Source: an optimization exercise on an open RTL-to-GDS flow (aim: small area, a short achievable clock period and few clock cycles). Production flows keep margins and buffers that such runs may drop.
Only simulation tests tie the RTL to the original design; equivalence was not proved.
No activity file was given, so power comes from the tool's default toggle rates.

[run.sh]
#!/bin/bash
# synth_recipe.tcl (not shown) runs the flow's synth.tcl, then flattens the netlist and writes it again
# the make line also repeats each setting of config.mk as NAME=value (left out here)
make -C /OpenROAD-flow-scripts/flow DESIGN_CONFIG=/design/flow/config.mk WORK_HOME=/design/flow/orfs CLKGATE_MAP_FILE= SYNTH_SCRIPT=/design/flow/synth_recipe.tcl finish
[config.mk]
export PLATFORM = sky130hd
export DESIGN_NAME = Conv
export DESIGN_NICKNAME = Conv
export VERILOG_FILES = /design/flow/design.v
export SDC_FILE = /design/flow/constraint.sdc
export NUM_CORES = 4
export LEC_CHECK = 0
export CAP_MARGIN = 20
export CORE_MARGIN = 2
export CORE_UTILIZATION = 40
export SLEW_MARGIN = 20
[constraint.sdc]
create_clock -name core_clock -period 6.0 [get_ports {clk}]
set_input_delay 1.2000 -clock core_clock [delete_from_list [all_inputs] [get_ports {clk}]]
set_output_delay 1.2000 -clock core_clock [all_outputs]
set_load 0.01 [all_outputs]
[design.v]
`timescale 1ps/1ps
module Conv(
    input clk,
    input rst,
	input in_st,
    input [7:0] din,
    output reg [15:0] dout ,
    output reg out_st
);
reg start_conv, load_data_status;
reg [7:0] input_feature [0:63];
reg [5:0] data_counter ;
reg [19:0] conv_result [0:35];  
reg [19:0] temp[0:8];
reg [2:0] line, row;
reg cycle ;
reg [5:0] output_counter ;
reg output_data_status;
wire [7:0] fixed_kernel [0:8] ;
assign fixed_kernel[0] = 8'b00001000;  
assign fixed_kernel[1] = 8'b00010000;  
assign fixed_kernel[2] = 8'b00001000;  
assign fixed_kernel[3] = 8'b00010000;  
assign fixed_kernel[4] = 8'b00100000;  
assign fixed_kernel[5] = 8'b00010000;  
assign fixed_kernel[6] = 8'b00001000;  
assign fixed_kernel[7] = 8'b00010000;  
assign fixed_kernel[8] = 8'b00001000;  
always @(posedge clk) begin
	if( load_data_status == 1'b1 ) begin
        input_feature[data_counter] <= din;
    end
end
always @ (posedge clk) begin
    if (start_conv == 1'b1) begin
        if (cycle == 0) begin
            temp[0] <= input_feature[line*8+row] * fixed_kernel[0];
            temp[1] <= input_feature[line*8+row+1] * fixed_kernel[1];
            temp[2] <= input_feature[line*8+row+2] * fixed_kernel[2];
            temp[3] <= input_feature[(line+1)*8+row] * fixed_kernel[3];
            temp[4] <= input_feature[(line+1)*8+row+1] * fixed_kernel[4];
            temp[5] <= input_feature[(line+1)*8+row+2] * fixed_kernel[5];
            temp[6] <= input_feature[(line+2)*8+row] * fixed_kernel[6];
            temp[7] <= input_feature[(line+2)*8+row+1] * fixed_kernel[7];
            temp[8] <= input_feature[(line+2)*8+row+2] * fixed_kernel[8];
        end
        else begin
            conv_result[line*6+row] <= temp[0] + temp[1] + temp[2] + temp[3] + temp[4] + temp[5] + temp[6] + temp[7] + temp[8];
        end
    end
end
always @(posedge clk) begin
    if (rst) begin
        load_data_status <= 1'b0;
        start_conv <= 1'b0;
        data_counter <= 6'b000000;
        line <= 3'b000;
        row <= 3'b000;
        cycle <= 1'b0;
        out_st <= 1'b0;
        output_data_status <= 1'b0;
        output_counter <= 6'b000000;
    end
    else begin
        if( load_data_status == 1'b1 ) begin  
            if (data_counter == 63) begin
                data_counter <= 6'b000000;
                load_data_status <= 1'b0;
                start_conv <= 1'b1;
            end
            else begin
                data_counter <= data_counter + 1;
            end
        end
        else if ( in_st == 1'b1 && start_conv == 1'b0 ) begin  
            load_data_status <= 1'b1;
            data_counter <= 6'b000000;
            line <= 3'b000;
            row <= 3'b000;
            cycle <= 1'b0;
        end
        if (start_conv == 1'b1) begin
            if (cycle == 1) begin
                if (row < 5) begin
                    row <= row + 1;
                end
                else begin
                    row <= 0;
                    if (line < 5) begin
                        line <= line + 1;
                    end
                    else begin
                        line <= 0;
                        start_conv <= 1'b0;
                        out_st <= 1'b1;
                        output_data_status <= 1'b1;
                        output_counter <= 6'b000000;
                    end
                end
                cycle <= 0;
            end
            else begin
                cycle <= 1;
            end
        end
        if ( output_data_status == 1'b1 ) begin
            output_counter <= output_counter + 1;
            out_st <= 1'b0;
            if (output_counter == 35) begin  
                output_counter <= 6'b000000;
                output_data_status <= 1'b0;
            end
        end
    end
end
always @(posedge clk) begin
    if ( output_data_status == 1'b1 && !rst ) begin
        dout <= conv_result[output_counter][19:4];
    end
end
endmodule
==> impl_metrics.tcl, run 1 <==
set metrics [dict create \
    power.leakage_nw 18.5 \
    synthSimpleGateAreaFrac 0.0491 \
    clock_latency_ns 0.80 \
    maxCapViolations 0 \
    cts_max_level 3 \
    clock_skew_ns 0.0742 \
    clockRootBuffer "clkbuf_16" \
    ys_warn_count 2 \
    power_density_nw_per_um2 256 \
    grt_first_pass_wirelength_mm 224 \
    synth-async-reset-ratio 0 \
    worst-path-max-fanout 36 \
    grt_use_met3 0.0460 \
    vdd_ir_drop_max_v 0.000250 \
    grt_remaining_overflow 0 \
    die_area_um2 135000 \
    slew_viol_final 0 \
    critPathArrivalTime_ns 5.45 \
    post_synth.cell_area_avg_um2 16.8 \
    top_usage_layer "met2" \
    syn_area_um2 52900 \
    hold_viol_final 0 \
    gr-usage-met2 0.354 \
    synth_ff_type "edfxtp_1" \
    synth_mux_area_frac 0.256 \
    gp_congestion 1.03 \
    rsz0062_at_grt "false" \
    use_met1 0.329 \
    worstMarginPinSlew_ns 1.11 \
    cts_made_buffers 110 \
    pre_cts_ws_ns 0.949 \
    cts_sinks 1051 \
    die_w_um 368 \
    n_fill_cell 11300 \
    antenna_found_initial 4 \
    cts_max_path_buffers 3 \
    vias 30674 \
    synth_adder_area_share 0.0272 \
    drt-initial-drc-count 4410 \
    synth_top_area_share 0.583 \
    cp-end-kind "register" \
    drive_gt1_frac 0.280 \
    synth_top_family_by_area "multiplexers" \
    dp_hpwl_mm 108 \
    worst_setup_path_start_kind "register" \
    outcome "complete, no violations" \
    ios 28 \
    synth_cell_type_count 56 \
    grt_util_all_layers 0.231 \
    routed_via_density 6.08 \
    core_area_um2 131000 \
    timing.final.ws_setup_ns 1.10 \
    io_buffers 23 \
    area_growth_pct 11.7 \
    dp_cells 4840 \
    yosys.area_share.xor_xnor 0.00676 \
    dieHeight_um 368 \
    grt_pass1_vias 29616 \
    setup_violations 0 \
    routedWlPerCell_um 31.0 \
    slew_headroom 0.261 \
    max_freq_mhz 204 \
    timing.hold.ws_ns 0.543 \
    cts_hold_buf 0 \
    clkTransAtPathRegs_ns 0.06 \
    synth_edf_count 1028 \
    drcViolationCount 0 \
    period_minus_slack_ns 4.90 \
    synth_seq_cells 1051 \
    crit_required_ns 6.54 \
    syn_inst 3151 \
    dr.pass1.iters 6 \
    worstHoldPathType "register to register" \
    drt.antenna.violating_nets 0 \
    synth_compound_area_frac 0.0401 \
    nets 3292 \
    finalCritPeriodShare 0.817 \
    yosysTopAreaCell "edfxtp_1" \
    synth.area.top_cells "edfxtp_1 58%, mux4_2 21%, mux2i_1 2.8%" \
    rows 133 \
    fin_util 0.450 \
    ys_seq_area_frac 0.592 \
    post_cts_resized 0 \
    initial_core_util 0.403 \
    cts_tree "yes" \
    tns_ns 0 \
    postCtsSetupBuffers 0 \
    final_cell_count_no_fill 5045 \
    wirelength_mm 156 \
    grt_max_degree 119 \
    crit_type "register to register" \
]
[through the flow]
stage	power, mW	area, um^2
floorplan	8.20	52900
global placement	8.30	55400
detailed placement	8.30	55400
CTS	15.2	59100
global route	15.5	59100
finish	15.1	59100
[final timing paths]
| path | cells past startpoint | from | to | slack (ns) |
|---|---|---|---|---|
| hold / removal | 2 | out_st$_SDFFE_PP0P_ | out_st$_SDFFE_PP0P_ | 0.54 |
| setup / recovery | 16 | temp[6][6]$_DFFE_PP_ | conv_result[18][14]$_DFFE_PP_ | 1.10 |
| hold reg to reg | 2 | out_st$_SDFFE_PP0P_ | out_st$_SDFFE_PP0P_ | 0.54 |
| setup reg to reg | 16 | temp[6][6]$_DFFE_PP_ | conv_result[18][14]$_DFFE_PP_ | 1.10 |
[sequential cells by signal, summed over array words and instances, names as in the netlist]
name                count
output_counter          6
temp                   72
conv_result           432
cycle                   1
dout                   12
output_data_status      1
data_counter            6
line                    3
row                     3
input_feature         512
start_conv              1
load_data_status        1
out_st                  1
[worst max-delay path, stage by stage, from the launching register on]
cell	delay (ns)
edfxtp_1	0.41
fa_1	0.59
fa_1	0.45
fa_1	0.54
inv_1	0.05
fa_1	0.42
inv_1	0.07
ha_1	0.17
inv_1	0.07
fa_1	0.48
nor2b_1	0.13
o21ai_0	0.11
a21boi_0	0.35
o21ai_0	0.16
a21oi_1	0.24
xor2_2	0.15
buf_4	0.32
[report_power, final]
group	internal (mW)	total [mW]	switching [mW]	leakage (nW)
sequential	8.00	8.01	0.00943	9.44
combinational	0.0292	0.140	0.110	7.27
clock	3.98	6.96	2.98	1.80
[kinds of logic (layout without fill, tap and decap cells)]
logic type | count (synthesis) | count (layout)
other | 1 | 5
AO/OA/AOI/OAI | 318 | 318
adder cells (fa/ha/maj) | 82 | 82
multiplexers | 721 | 721
buffers and inverters | 321 | 456
AND/OR/NAND/NOR | 617 | 617
flip-flops | 1051 | 1051
XOR/XNOR | 40 | 40
[routing by layer]
layer	up-vias	routed length (um)
met3	251	12700
met1	16274	65000
met2	1355	72700
met5	-	0
li1	12794	-
met4	0	6000
[placed cells by master, fill, tap and decap left out, types with 15 or more instances in the layout]
cell type / Yosys / routed
fa_1: 55 / 55
nand2_1: 292 / 292
nand3_1: 52 / 52
xnor2_1: 28 / 18
clkinv_2: 0 / 25
buf_4: 26 / 116
o221ai_1: 35 / 35
edfxtp_1: 1028 / 1028
inv_1: 106 / 104
o211ai_1: 42 / 42
mux2_2: 71 / 71
clkinv_1: 1 / 28
clkbuf_16: 0 / 110
o21ai_0: 85 / 85
a22oi_1: 22 / 22
nor2_1: 188 / 180
a21oi_1: 51 / 51
clkdlybuf4s50_1: 0 / 15
mux2i_1: 146 / 146
o22a_1: 26 / 26
mux4_2: 497 / 497
dfxtp_1: 23 / 15
ha_1: 27 / 24
[cells in the mapped netlist, types with 6 or more instances]
cell	count
a211oi_1	7
a21o_1	6
a21oi_1	51
a221o_1	6
a22oi_1	22
a32oi_1	9
and2_1	7
buf_1	26
buf_2	56
buf_4	26
buf_6	21
clkbuf_1	84
dfxtp_1	23
edfxtp_1	1028
fa_1	55
ha_1	27
inv_1	106
mux2_2	71
mux2i_1	146
mux4_2	497
nand2_1	292
nand2b_1	11
nand3_1	52
nor2_1	188
nor2b_1	15
nor3_1	15
o211ai_1	42
o21ai_0	85
o21ai_1	6
o221ai_1	35
o22a_1	26
o22ai_1	11
or2_2	13
xnor2_1	28
xor2_1	11
[layout make-up]
cell class | count | area [um^2] | area share
flip-flops and latches | 1051 | 31400 | 0.530
repair buffers | 146 | 1200 | 0.0203
well taps | 1755 | 2200 | 0.0371
diodes | 1 | 2.50 | 0.0000423
clock inverters | 81 | 923 | 0.0156
clock buffers | 121 | 2790 | 0.0472
inverters | 108 | 408 | 0.00690
multi-input cells | 1782 | 20300 | 0.343
Testbench counts, summed over its fixed seeds: cycles 13,536.
==> run 2: changes to the inputs <==
==> design.v (replaced) <==
`timescale 1ps/1ps
module Conv(
    input clk,
    input rst,
    input in_st,
    input [7:0] din,
    output reg [15:0] dout,
    output reg out_st
);
reg [7:0] pix [0:16];
reg [9:0] vreg, va, vb;
reg [10:0] r_sr [0:10];
reg [6:0] cnt;
integer i;
always @(posedge clk) begin
    pix[0] <= din;
    for (i = 1; i < 17; i = i + 1)
        pix[i] <= pix[i-1];
    vreg <= {2'b00, pix[0]} + {1'b0, pix[8], 1'b0} + {2'b00, pix[16]};
    va <= vreg;
    vb <= va;
    r_sr[0] <= ({2'b00, vreg} + {1'b0, va, 1'b0} + {2'b00, vb}) >> 1;
    for (i = 1; i < 11; i = i + 1)
        r_sr[i] <= r_sr[i-1];
end
reg [10:0] rsel;
always @(*) begin
    if (cnt >= 7'd32 && cnt < 7'd38)      rsel = r_sr[10];
    else if (cnt >= 7'd38 && cnt < 7'd44) rsel = r_sr[8];
    else if (cnt >= 7'd44 && cnt < 7'd50) rsel = r_sr[6];
    else if (cnt >= 7'd50 && cnt < 7'd56) rsel = r_sr[4];
    else if (cnt >= 7'd56 && cnt < 7'd62) rsel = r_sr[2];
    else                                   rsel = r_sr[0];
end
always @(posedge clk) begin
    dout <= {5'b00000, rsel};
end
always @(posedge clk) begin
    if (rst) begin
        cnt <= 7'd0;
        out_st <= 1'b0;
    end
    else begin
        if (in_st)
            cnt <= 7'd1;
        else if (cnt != 7'd0)
            cnt <= cnt + 7'd1;
        out_st <= (cnt == 7'd31);
    end
end
endmodule
--- a/config.mk
+++ b/config.mk
@@ -8,4 +8,5 @@
 export CAP_MARGIN = 20
 export CORE_MARGIN = 2
 export CORE_UTILIZATION = 40
+export SETUP_SLACK_MARGIN = 4.0
 export SLEW_MARGIN = 20
==> run 2 against run 1 <==
Die area decreased by 84%. Final area decreased by 84%. Fmax increased by 120%. Power decreased by 61%. Utilization increased by 4.2 points. Sequential share of layout area increased by 11 points. Non-clock buffer count decreased by 116. Area after synthesis decreased by 85%. Final cell count decreased by 83%. Synthesized cell count decreased by 83%. Register-to-register slack improved by 2.7 ns. Sequential power decreased by 64%.
==> impl_metrics.tcl, run 2 <==
set metrics [dict create \
    r2r-end "vreg[9]$_DFF_P_" \
    clock_skew_ns 0.00810 \
    clkTransAtPathRegs_ns 0.06 \
    ios 28 \
    die_area_um2 21200 \
    grt_first_pass_wirelength_mm 18.0 \
    cp-end-kind "register" \
    io_buffers 22 \
    drt-initial-drc-count 94 \
    reg2reg_slack_ns 3.78 \
    r2r.worst_path.cells 9 \
    setup_violations 0 \
    routedWlPerCell_um 12.0 \
    largest_register "pix" \
    wirelength_mm 10.5 \
    largest_reg_flops 136 \
    worst-path-max-fanout 3 \
    final_common_cell "dfxtp_1" \
    endpoint "vreg[9]$_DFF_P_" \
    max_freq_mhz 450 \
    p_clk_frac 0.319 \
    power_density_nw_per_um2 609 \
    die_w_um 146 \
    synth.area.top_cells "dfxtp_1 76%, fa_1 4.5%, ha_1 3.3%" \
    hold_viol_final 0 \
    worstMarginPinSlew_ns 0.680 \
    gp_congestion 0.709 \
    crit_type "register to register" \
    cts_made_buffers 27 \
    nets 642 \
    rows 51 \
    grt_pass1_vias 3900 \
    outcome "complete, no violations" \
    antenna_found_initial 0 \
    crit_required_ns 6.47 \
    clockRootBuffer "clkbuf_16" \
    synth_seq_cells 306 \
    synth-async-reset-ratio 0 \
    critPathArrivalTime_ns 2.69 \
    drcViolationCount 0 \
    final_cell_area_um2 9640 \
    syn_area_um2 8020 \
    clock_latency_ns 0.52 \
    power.leakage_nw 3.92 \
    grt_util_all_layers 0.102 \
    seq_power_share 0.485 \
    maxCapViolations 0 \
    slew_viol_final 0 \
    drt.antenna.violating_nets 0 \
    drive_gt1_frac 0.188 \
    synth_cell_type_count 46 \
    ys_warn_count 3 \
    placed_area_um2 8520 \
    yosysTopAreaCell "dfxtp_1" \
    synth_ff_type "dfxtp_1" \
    r2r_start "pix[16][1]$_DFF_P_" \
    vias 3761 \
    syn_inst 543 \
    mostFrequentLayoutCells "297 x dfxtp_1, 29 x nor2_1, 27 x clkbuf_16, 19 x a21oi_1" \
    grt_remaining_overflow 0 \
    internal_power_mw 4.38 \
    cts_max_path_buffers 3 \
    cts_tree "yes" \
    initial_core_util 0.409 \
    synth_edf_count 0 \
    worst_setup_path_start_kind "register" \
    routed_via_density 4.28 \
    core_area_um2 19600 \
    tns_ns 0 \
    synth_common_cells "306 x dfxtp_1, 32 x nor2_1, 22 x a21oi_1" \
    period_minus_slack_ns 2.22 \
    crit_start "pix[16][1]$_DFF_P_" \
    finalCritPeriodShare 0.371 \
    vdd_ir_drop_max_v 0.000295 \
    switching_share 0.254 \
    worstHoldPathType "register to register" \
    synth_top_area_share 0.764 \
    top_regs "pix x136, r_sr x121, dout x11" \
    dp_hpwl_mm 6.55 \
    power_frac_comb 0.196 \
    antenna-diode-count 0 \
    rsz0062_at_grt "true" \
    cts_sinks 306 \
    synth_most_common_cell "dfxtp_1" \
    ys_seq_area_frac 0.764 \
    dieHeight_um 146 \
    slew_headroom 0.547 \
    post_synth.cell_area_avg_um2 14.8 \
    p_sw_mw 1.49 \
    area_growth_pct 20.3 \
    dr.pass1.iters 4 \
    cts_max_level 1 \
    grt_max_degree 23 \
    timing.hold.ws_ns 0.322 \
]
-- run 2: cell count changes in the layout (fill, tap and decap cells not counted), sizes merged, moves of 78 or more --
cell and change:
mux2i -134, o21ai -84, mux4 -497, inv -91, dfxtp +283, nand2 -280
mux2 -78, edfxtp -1028, nor2 -156, clkbuf -85, buf -111
-- run 2: repair_timing --
action,CTS,global route
endpoints found under the setup margin,34,23
hold buffers,0,0
gates resized for setup,61,18
buffers inserted,6,1
pin swaps,26,9
-- run 2: worst max-delay path, cell delays in order (launching register included) --
cell	delay, ns
dfxtp_2	0.32
fa_1	0.54
ha_2	0.19
inv_2	0.04
fa_2	0.34
nor2b_2	0.17
o21ai_2	0.09
a21boi_2	0.17
o31a_1	0.18
o22a_1	0.14
-- run 2: cell families (layout without fill, tap and decap cells) --
group,after synthesis,count (layout),share of synthesized area
muxes,12,12,0.0150
and+or+nand+nor,69,69,0.0432
other,1,5,0.000468
adders and majority gates,39,39,0.0777
AOI/OAI and AO/OA,70,70,0.0624
buffers and inverters,30,96,0.0195
DFF,306,306,0.764
xor gates and xnor gates,16,16,0.0175
-- run 2: worst min-delay path by stage --
stage                       startpoint            endpoint  slack, ns  cells after the start
floorplan            pix[9][0]$_DFF_P_  pix[10][0]$_DFF_P_       0.31                      0
global placement    r_sr[5][6]$_DFF_P_  r_sr[6][6]$_DFF_P_       0.31                      0
detailed placement   pix[3][0]$_DFF_P_   pix[4][0]$_DFF_P_       0.31                      0
CTS                 r_sr[3][3]$_DFF_P_  r_sr[4][3]$_DFF_P_       0.33                      0
global route        r_sr[7][1]$_DFF_P_  r_sr[8][1]$_DFF_P_       0.33                      0
finish              r_sr[3][3]$_DFF_P_  r_sr[4][3]$_DFF_P_       0.32                      0
-- run 2: layer usage --
layer / wire length (um) / GRT usage / up-vias
li1: - / - / 1899
met1: 5060 / 0.129 / 1775
met2: 4610 / 0.163 / 58
met3: 471 / 0.0304 / 29
met4: 353 / 0.0412 / 0
met5: 0 / 0 / -
-- run 2: power by group through the flow --
| stage | clock (mW) | sequential, mW | combinational (mW) |
|---|---|---|---|
| after floorplan | 0 | 2.85 | 0.771 |
| after global placement | 0 | 2.86 | 1.02 |
| after detailed placement | 0 | 2.90 | 1.04 |
| after CTS | 1.92 | 2.86 | 1.10 |
| after global routing | 2.01 | 2.92 | 1.29 |
| final | 1.87 | 2.85 | 1.15 |
-- run 2: final cells by class --
class | count | area (um^2)
fill | 1700 | 9950
inverter | 16 | 60.1
clock buffer | 36 | 769
timing repair buffer | 30 | 262
clock inverter | 14 | 233
tap | 265 | 332
multi-input combinational | 211 | 1850
sequential | 306 | 6140
-- run 2: per-stage QoR --
step	total power, mW	util	setup WS [ns]	instances
finish	5.87	0.492	3.78	878
detailed placement	3.93	0.435	3.76	821
floorplan	3.62	-	3.92	547
CTS	5.88	0.489	3.77	877
global route	6.21	0.492	3.67	878
global placement	3.88	0.435	3.79	821
Testbench counts of run 2, summed over its fixed seeds: cycles 6,272.
==> run 3: changes to the inputs <==
--- a/config.mk
+++ b/config.mk
@@ -8,5 +8,7 @@
 export CAP_MARGIN = 20
 export CORE_MARGIN = 2
 export CORE_UTILIZATION = 40
+export CTS_BUF_LIST = sky130_fd_sc_hd__clkbuf_8
+export CTS_CLUSTER_SIZE = 30
 export SETUP_SLACK_MARGIN = 4.0
 export SLEW_MARGIN = 20
==> run 3 against run 2 <==
Critical path type unchanged. Clock-buffer cell count grew 22. Routed wire length rose by 0.79%. Still clean on timing, DRC and antenna. Highest routed layer unchanged. Clock skew grew 0.010 ns. Critical path depth is the same. Largest cell class unchanged.
==> impl_metrics.tcl, run 3 <==
set metrics [dict create \
    die_w_um 146 \
    routed_via_density 4.23 \
    holdPathStages 0 \
    dp_hpwl_mm 6.55 \
    outcome "complete, no violations" \
    synth.area.top_cells "dfxtp_1 76%, fa_1 4.5%, ha_1 3.3%" \
    maxCapViolations 0 \
    initial_core_util 0.409 \
    cts_made_buffers 44 \
    cts_tree "yes" \
    yosysTopAreaCell "dfxtp_1" \
    tns_ns 0 \
    worst-path-max-fanout 3 \
    clockRootBuffer "clkbuf_8" \
    vias 3828 \
    cts_max_path_buffers 3 \
    slew_viol_final 0 \
    power_density_nw_per_um2 598 \
    setup_violations 0 \
    synth_top_area_share 0.764 \
    synth_most_common_cell "dfxtp_1" \
    area_growth_pct 19.5 \
    synth_common_cells "306 x dfxtp_1, 32 x nor2_1, 22 x a21oi_1" \
    largest_reg_flops 136 \
    top_regs "pix x136, r_sr x121, dout x11" \
    fin_util 0.489 \
    worst_setup_path_start_kind "register" \
    worstMarginPinSlew_ns 0.668 \
    post_synth.cell_area_avg_um2 14.8 \
    ios 28 \
    drcViolationCount 0 \
    syn_inst 543 \
    grt_remaining_overflow 0 \
    grt_first_pass_wirelength_mm 18.3 \
    worstHoldPathType "register to register" \
    gp_congestion 0.709 \
    clock_skew_ns 0.0183 \
    clkTransAtPathRegs_ns 0.06 \
    mostFrequentLayoutCells "296 x dfxtp_1, 58 x clkbuf_8, 31 x nor2_1, 23 x inv_1, 20 x a21oi_1" \
    timing.final.ws_setup_ns 3.75 \
    drive_gt1_frac 0.207 \
    ys_warn_count 3 \
    critPathArrivalTime_ns 2.70 \
    cts_sinks 306 \
    ys_seq_area_frac 0.764 \
    grt_max_degree 23 \
    synth-async-reset-ratio 0 \
    crit_type "register to register" \
    vdd_ir_drop_max_v 0.000242 \
    crit_required_ns 6.45 \
    dieHeight_um 146 \
    finalCritPeriodShare 0.375 \
    dr.pass1.iters 4 \
    synth_cell_type_count 46 \
    synth_seq_cells 306 \
    io_buffers 22 \
    synth_ff_type "dfxtp_1" \
    drt-initial-drc-count 96 \
    rsz0062_at_grt "true" \
    core_area_um2 19600 \
    period_minus_slack_ns 2.25 \
    syn_area_um2 8020 \
    cts_max_level 2 \
    antenna_found_initial 0 \
    routedWlPerCell_um 11.7 \
    synth_edf_count 0 \
    n_fill_cell 1732 \
    grt_util_all_layers 0.105 \
    power.leakage_nw 3.96 \
    largest_register "pix" \
    timing.hold.ws_ns 0.312 \
    max_freq_mhz 445 \
    slew_headroom 0.554 \
    final_common_cell "dfxtp_1" \
    cp-end-kind "register" \
    clock_latency_ns 0.53 \
    die_area_um2 21200 \
    nets 657 \
    drt.antenna.violating_nets 0 \
    hold_viol_final 0 \
    r2r.worst_path.cells 9 \
    pre_cts_ws_ns 3.76 \
    grt_pass1_vias 4076 \
    wirelength_mm 10.6 \
    rows 51 \
    antenna-diode-count 0 \
]
==> run 3: timing repair <==
action	CTS	global route
endpoints found under the hold margin	0	0
setup buffers	4	1
setup endpoints to repair	34	23
hold buffers	0	0
gates cloned	0	0
pin swaps	26	12
resized for setup	62	12
==> run 3: worst paths after layout <==
kind / start / to / slack [ns]
setup / recovery: pix[16][1]$_DFF_P_ / vreg[9]$_DFF_P_ / 3.75
hold / removal: r_sr[1][5]$_DFF_P_ / r_sr[2][5]$_DFF_P_ / 0.31
setup reg to reg: pix[16][1]$_DFF_P_ / vreg[9]$_DFF_P_ / 3.75
hold reg to reg: r_sr[1][5]$_DFF_P_ / r_sr[2][5]$_DFF_P_ / 0.31
==> run 3: final cells by class <==
class / instances / area, um^2 / share of cell area
sequential: 306 / 6140 / 0.641
multi-input combinational: 211 / 1850 / 0.193
clock buffer: 58 / 798 / 0.0833
tap: 265 / 332 / 0.0346
timing repair buffer: 28 / 236 / 0.0247
clock inverter: 20 / 168 / 0.0175
inverter: 16 / 60.1 / 0.00627
==> run 3: critical path, stage by stage, from the launching register on <==
cell      delay, ns
dfxtp_2        0.32
fa_1           0.54
ha_2           0.19
inv_2          0.04
fa_2           0.34
nor2b_2        0.16
o21ai_2        0.08
a21boi_2       0.17
o31a_1         0.18
o22a_1         0.15
==> run 3: metrics by stage <==
| stage | power, mW | instances | cell area [um^2] |
|---|---|---|---|
| CTS | 5.75 | 903 | 9530 |
| finish | 5.72 | 904 | 9580 |
| global placement | 3.88 | 821 | 8520 |
| detailed placement | 3.93 | 821 | 8520 |
| global route | 6.08 | 904 | 9580 |
| floorplan | 3.62 | 547 | 8060 |
==> run 3: power by group <==
| group | internal (mW) | switching [mW] | total (mW) |
|---|---|---|---|
| clock network | 0.996 | 0.706 | 1.70 |
| registers | 2.64 | 0.206 | 2.85 |
| logic | 0.598 | 0.576 | 1.17 |
==> run 3: cell families (layout without fill, tap and decap cells) <==
family	count (synthesis)	in the layout	synth area share
multiplexers	12	12	0.0150
other	1	5	0.000468
AND/OR/NAND/NOR	69	69	0.0432
AO/OA/AOI/OAI	70	70	0.0624
buffers and inverters	30	122	0.0195
flip-flops	306	306	0.764
adder cells (fa/ha/maj)	39	39	0.0777
XOR/XNOR	16	16	0.0175
==> run 3: routing by layer <==
layer	vias to the layer above	GRT usage	part of all wire
li1	1937	-	-
met1	1808	0.126	0.47
met2	57	0.168	0.46
met3	26	0.0329	0.042
met4	0	0.0564	0.024
met5	-	0	0
==> run 4: changes to the inputs <==
--- a/config.mk
+++ b/config.mk
@@ -8,7 +8,4 @@
 export CAP_MARGIN = 20
 export CORE_MARGIN = 2
 export CORE_UTILIZATION = 40
-export CTS_BUF_LIST = sky130_fd_sc_hd__clkbuf_8
-export CTS_CLUSTER_SIZE = 30
-export SETUP_SLACK_MARGIN = 4.0
 export SLEW_MARGIN = 20
==> run 4 against run 3 <==
Still clean. Clock power up 6%. Clock skew shrank 0.0065 ns. Sequential share of layout area grew 0.62 points. Flip-flop and latch count stayed put. Via count decreased by 2.7%. Critical path depth fell by 8. Combinational power is 13% lower. Synthesized cell count did not move. Clock-buffer cell count down 21. Non-clock buffer count is 5 lower. Critical path type is now register to primary output. Highest routed layer unchanged.
==> impl_metrics.tcl, run 4 <==
set metrics [dict create \
    outcome "complete, no violations" \
    r2r_start "vreg[1]$_DFF_P_" \
    initial_core_util 0.409 \
    routedWlPerCell_um 11.9 \
    gp_congestion 0.716 \
    mostFrequentLayoutCells "306 x dfxtp_1, 32 x nor2_1, 27 x clkbuf_16, 22 x a21oi_1, 22 x clkdlybuf4s50_1" \
    hold_viol_final 0 \
    maxCapViolations 0 \
    rows 51 \
    synth_ff_type "dfxtp_1" \
    slew_viol_final 0 \
    cp-end-kind "primary output" \
    cts_max_level 1 \
    r2r-end "r_sr[0][8]$_DFF_P_" \
    ys_seq_area_frac 0.764 \
    critPathArrivalTime_ns 1.38 \
    clock_skew_ns 0.0118 \
    synth_cell_type_count 46 \
    drt-initial-drc-count 124 \
    post_synth.cell_area_avg_um2 14.8 \
    endpoint "dout[3]" \
    rsz0062_at_grt "false" \
    clkTransAtPathRegs_ns 0.06 \
    reg2reg_slack_ns 3.44 \
    final_cell_count_no_fill 869 \
    setup_violations 0 \
    crit_required_ns 4.80 \
    cts_made_buffers 27 \
    drcViolationCount 0 \
    synth.area.top_cells "dfxtp_1 76%, fa_1 4.5%, ha_1 3.3%" \
    crit_family "buffers and inverters" \
    syn_area_um2 8020 \
    crit_start "dout[3]$_DFF_P_" \
    top_regs "pix x136, r_sr x121, dout x11" \
    r2r.worst_path.cells 9 \
    cts_max_path_buffers 3 \
    die_w_um 146 \
    synth_seq_cells 306 \
    grt_first_pass_wirelength_mm 18.1 \
    grt_pass1_vias 3935 \
    finalCritPeriodShare 0.430 \
    synth_top_area_share 0.764 \
    worst-path-max-fanout 1 \
    power_density_nw_per_um2 599 \
    post_cts_resized 0 \
    clockRootBuffer "clkbuf_16" \
    vdd_ir_drop_max_v 0.000293 \
    slowest_delay_ns 0.53 \
    die_area_um2 21200 \
    grt_max_degree 23 \
    worst_setup_path_start_kind "register" \
    ys_warn_count 3 \
    dr.pass1.iters 4 \
    drt.antenna.violating_nets 0 \
    cts_sinks 306 \
    crit_cells 1 \
    crit_chain "clkdlybuf4s50_1" \
    antenna-diode-count 0 \
    io_buffers 22 \
    grt_remaining_overflow 0 \
    core_area_um2 19600 \
    area_growth_pct 18.1 \
    synth_edf_count 0 \
    final_common_cell "dfxtp_1" \
    power.leakage_nw 3.86 \
    yosysTopAreaCell "dfxtp_1" \
    dp_cells 821 \
    worstMarginPinSlew_ns 0.743 \
    ios 28 \
    syn_inst 543 \
    wirelength_mm 10.4 \
    cts_hold_buf 0 \
    nets 635 \
    postCtsSetupBuffers 0 \
    dieHeight_um 146 \
    crit_type "register to primary output" \
    largest_reg_flops 136 \
    max_freq_mhz 388 \
    synth_most_common_cell "dfxtp_1" \
    largest_register "pix" \
    drive_gt1_frac 0.103 \
    path_buf_inv 1 \
    routed_via_density 4.29 \
    grt_util_all_layers 0.101 \
    cts_tree "yes" \
    dp_hpwl_mm 6.66 \
    synth_common_cells "306 x dfxtp_1, 32 x nor2_1, 22 x a21oi_1" \
    slowest_stage "clkdlybuf4s50_1" \
    worstHoldPathType "register to register" \
    slew_headroom 0.503 \
    synth-async-reset-ratio 0 \
    tns_ns 0 \
    clock_latency_ns 0.52 \
    vias 3724 \
    antenna_found_initial 0 \
    period_minus_slack_ns 2.58 \
]
-- run 4: per-stage QoR --
step           total power, mW  hold slack (ns)  cell area, um^2  setup slack (ns)  utilization
3_5_place_dp              3.90            0.312             8490              3.46        0.434
2_1_floorplan             3.58            0.310             8030              3.66            -
4_1_cts                   5.74            0.323             9470              3.40        0.483
3_3_place_gp              3.84            0.310             8490              3.52        0.434
6_report                  5.67            0.321             9470              3.42        0.483
5_1_grt                   6.01            0.323             9470              3.24        0.483
-- run 4: kinds of logic after synthesis --
group	count (synthesis)	share of synthesized area
fa+ha+maj	39	0.0777
flops	306	0.764
mux	12	0.0150
other cells	1	0.000468
xor+xnor	16	0.0175
compound gates	70	0.0624
buf+inv	30	0.0195
simple gates	69	0.0432
-- run 4: area by class of cell --
type,count,area (um^2)
repair buffers,23,228
inverters,16,60.1
clock inverters,11,161
flip-flops and latches,306,6130
fillers,1726,10100
clock buffers,37,813
multi-input cells,211,1750
well taps,265,332
-- run 4: power breakdown --
group / total (mW) / internal (mW) / leakage [nW] / switching [mW]
clock network: 1.81 / 1.12 / 0.485 / 0.691
logic: 1.02 / 0.501 / 0.798 / 0.514
registers: 2.85 / 2.64 / 2.58 / 0.211
-- run 4: worst min path at each step --
stage / start / endpoint / slack [ns] / cells past startpoint
after CTS: r_sr[3][2]$_DFF_P_ / r_sr[4][2]$_DFF_P_ / 0.32 / 0
final: r_sr[3][1]$_DFF_P_ / r_sr[4][1]$_DFF_P_ / 0.32 / 0
after global routing: pix[13][4]$_DFF_P_ / pix[14][4]$_DFF_P_ / 0.32 / 0
after floorplan: pix[9][0]$_DFF_P_ / pix[10][0]$_DFF_P_ / 0.31 / 0
after detailed placement: pix[3][7]$_DFF_P_ / pix[4][7]$_DFF_P_ / 0.31 / 0
after global placement: r_sr[5][6]$_DFF_P_ / r_sr[6][6]$_DFF_P_ / 0.31 / 0
-- run 4: layer usage --
metal / wire length [um] / track usage / part of all wire / vias to the layer above
met5: 0 / 0 / 0 / -
met4: 322 / 0.0412 / 0.031 / 0
met3: 477 / 0.0301 / 0.046 / 30
met2: 4700 / 0.168 / 0.45 / 73
met1: 4860 / 0.123 / 0.47 / 1744
li1: - / - / - / 1877
==> run 5: changes to the inputs <==
--- a/config.mk
+++ b/config.mk
@@ -8,4 +8,8 @@
 export CAP_MARGIN = 20
 export CORE_MARGIN = 2
 export CORE_UTILIZATION = 40
+export CTS_BUF_LIST = sky130_fd_sc_hd__clkbuf_4 sky130_fd_sc_hd__clkbuf_8 sky130_fd_sc_hd__clkbuf_16
+export CTS_CLUSTER_DIAMETER = 60
+export CTS_CLUSTER_SIZE = 25
+export SETUP_SLACK_MARGIN = 4.0
 export SLEW_MARGIN = 20
==> run 5 against run 4 <==
Critical endpoint is now vreg[9]$_DFF_P_. Worst hold slack worse by 0.0011 ns. Final area down 3.7%. Synthesized cell count unchanged. Area after synthesis unchanged.
==> impl_metrics.tcl, run 5 <==
set metrics [dict create \
    outcome "complete, no violations" \
    drive_gt1_frac 0.147 \
    synth.area.top_cells "dfxtp_1 76%, fa_1 4.5%, ha_1 3.3%" \
    worst-path-max-fanout 3 \
    cts_made_buffers 16 \
    grt_max_degree 26 \
    timing.final.ws_setup_ns 3.80 \
    yosysTopAreaCell "dfxtp_1" \
    vias 3665 \
    cts_max_level 1 \
    timing.hold.ws_ns 0.320 \
    antenna_found_initial 0 \
    cp-end-kind "register" \
    final_cell_area_um2 9120 \
    drt.antenna.violating_nets 0 \
    synth_common_cells "306 x dfxtp_1, 32 x nor2_1, 22 x a21oi_1" \
    synth-async-reset-ratio 0 \
    die_w_um 146 \
    clock_latency_ns 0.48 \
    setup_violations 0 \
    power_density_nw_per_um2 565 \
    grt_util_all_layers 0.0972 \
    final_common_cell "dfxtp_1" \
    clockRootBuffer "clkbuf_16" \
    p_clk_frac 0.230 \
    clock_skew_ns 0.0139 \
    synth_top_area_share 0.764 \
    max_freq_mhz 454 \
    seq_power_share 0.551 \
    power.leakage_nw 3.67 \
    top_regs "pix x136, r_sr x121, dout x11" \
    largest_register "pix" \
    rsz0062_at_grt "true" \
    synth_edf_count 0 \
    clkTransAtPathRegs_ns 0.09 \
    synth_seq_cells 306 \
    maxCapViolations 0 \
    ys_warn_count 3 \
    drt-initial-drc-count 93 \
    placed_area_um2 8520 \
    cts_max_path_buffers 3 \
    dp_hpwl_mm 6.55 \
    core_area_um2 19600 \
    area_growth_pct 13.8 \
    ys_seq_area_frac 0.764 \
    cts_sinks 306 \
    syn_inst 543 \
    nets 630 \
    period_minus_slack_ns 2.20 \
    die_area_um2 21200 \
    grt_first_pass_wirelength_mm 17.3 \
    worst_setup_path_start_kind "register" \
    syn_area_um2 8020 \
    ios 28 \
    synth_most_common_cell "dfxtp_1" \
    post_synth.cell_area_avg_um2 14.8 \
    internal_power_mw 3.80 \
    wirelength_mm 10.1 \
    worstMarginPinSlew_ns 0.666 \
    gp_congestion 0.709 \
    slew_viol_final 0 \
    finalCritPeriodShare 0.367 \
    pre_cts_ws_ns 3.76 \
    dr.pass1.iters 4 \
    routed_via_density 4.32 \
    dieHeight_um 146 \
    switching_share 0.262 \
    synth_cell_type_count 46 \
    worstHoldPathType "register to register" \
    vdd_ir_drop_max_v 0.000276 \
    largest_reg_flops 136 \
    crit_type "register to register" \
    initial_core_util 0.409 \
    antenna-diode-count 0 \
    grt_remaining_overflow 0 \
    drcViolationCount 0 \
    critPathArrivalTime_ns 2.63 \
    hold_viol_final 0 \
    crit_required_ns 6.43 \
    tns_ns 0 \
    slew_headroom 0.556 \
    rows 51 \
    power_frac_comb 0.219 \
    mostFrequentLayoutCells "296 x dfxtp_1, 30 x nor2_1, 20 x a21oi_1, 17 x ha_1, 17 x clkbuf_16" \
    routedWlPerCell_um 11.9 \
    io_buffers 22 \
    synth_ff_type "dfxtp_1" \
    p_sw_mw 1.35 \
    cts_tree "yes" \
    grt_pass1_vias 3739 \
]
run 5: metal layers:
| metal | track usage | vias to the layer above | routed length, um |
|---|---|---|---|
| met4 | 0.0304 | 0 | 286 |
| met5 | 0 | - | 0 |
| met1 | 0.125 | 1731 | 4890 |
| met2 | 0.161 | 50 | 4580 |
| met3 | 0.0254 | 19 | 354 |
| li1 | - | 1865 | - |
run 5: final timing paths:
path | startpoint | endpoint | slack, ns | cells after the start
setup / recovery | pix[16][1]$_DFF_P_ | vreg[9]$_DFF_P_ | 3.80 | 9
setup reg to reg | pix[16][1]$_DFF_P_ | vreg[9]$_DFF_P_ | 3.80 | 9
hold reg to reg | r_sr[1][3]$_DFF_P_ | r_sr[2][3]$_DFF_P_ | 0.32 | 0
hold / removal | r_sr[1][3]$_DFF_P_ | r_sr[2][3]$_DFF_P_ | 0.32 | 0
run 5: power by group through the flow:
stage / clock network, mW / logic [mW] / registers [mW]
floorplan: 0 / 0.771 / 2.85
finish: 1.19 / 1.13 / 2.84
global placement: 0 / 1.02 / 2.86
CTS: 1.24 / 1.10 / 2.85
global route: 1.31 / 1.26 / 2.92
detailed placement: 0 / 1.04 / 2.90
run 5: kinds of logic after synthesis:
| logic type | after synthesis | share of synthesized area |
|---|---|---|
| buf+inv | 30 | 0.0195 |
| fa+ha+maj | 39 | 0.0777 |
| other cells | 1 | 0.000468 |
| simple gates | 69 | 0.0432 |
| mux | 12 | 0.0150 |
| xor+xnor | 16 | 0.0175 |
| compound gates | 70 | 0.0624 |
| flops | 306 | 0.764 |
run 5: through the flow:
stage	utilization	std cells	total power, mW
2_1_floorplan	-	547	3.62
3_3_place_gp	0.435	821	3.88
3_5_place_dp	0.435	821	3.93
4_1_cts	0.463	847	5.19
5_1_grt	0.466	849	5.48
6_report	0.466	849	5.16
run 5: critical path, stage by stage (launching register included):
cell and delay [ns]:
dfxtp_2 0.33, fa_1 0.54, ha_2 0.19, inv_2 0.04, fa_2 0.34, nor2b_2 0.16
o21ai_2 0.08, a21boi_2 0.17, o31a_1 0.17, o22a_1 0.13
run 5: timing repair:
action / in CTS / in global routing
setup buffers: 4 / 2
resized for setup: 64 / 10
setup endpoints to repair: 34 / 23
hold buffers: 0 / 0
pin swaps: 25 / 15
run 5: layout make-up:
type,instances,area (um^2)
Fill cell,1756,10500
Sequential cell,306,6140
Multi-Input combinational cell,211,1840
Clock buffer,18,433
Tap cell,265,332
Timing Repair Buffer,29,244
Clock inverter,4,75.1
Inverter,16,60.1

[afterwards: timing with drivers on the ports]
The results above use ideal ports. As a check the final layouts listed here were re-extracted and re-timed, cells and wires unchanged. Step 1: set_driving_cell puts a clkbuf_16 on clk and a buf_2 on each other input, an assumption about the parent block. Step 2 adds t to the input delays and takes it off the output delays; t is the mean of the earliest and latest rising clock arrival at the registers after step 1. Input paths then give back, and output paths get back, about the clock's delay inside the block. a / b / c = ideal ports / drivers / drivers and shift; a / b = the first two.
run | shift t [ns] | setup slack, ns | worst hold slack (ns) | worst data-port slew with drivers (ns)
run 1 | 0.836 | 1.096 / 1.096 / 1.096 | 0.543 / 0.543 / 0.543 | 0.12
run 2 | 0.561 | 3.776 / 3.776 / 3.776 | 0.322 / 0.322 / 0.322 | 0.03
run 3 | 0.555 | 3.752 / 3.752 / 3.752 | 0.312 / 0.312 / 0.312 | 0.04
run 4 | 0.559 | 3.422 / 3.380 / 3.435 | 0.321 / 0.321 / 0.321 | 0.03
run 5 | 0.517 | 3.798 / 3.798 / 3.795 | 0.320 / 0.320 / 0.320 | 0.03
After both steps every run listed still meets setup and hold. The setup slack of run 5, which loses most, moves by 0.000 ns with the drivers and by -0.003 ns with both steps.
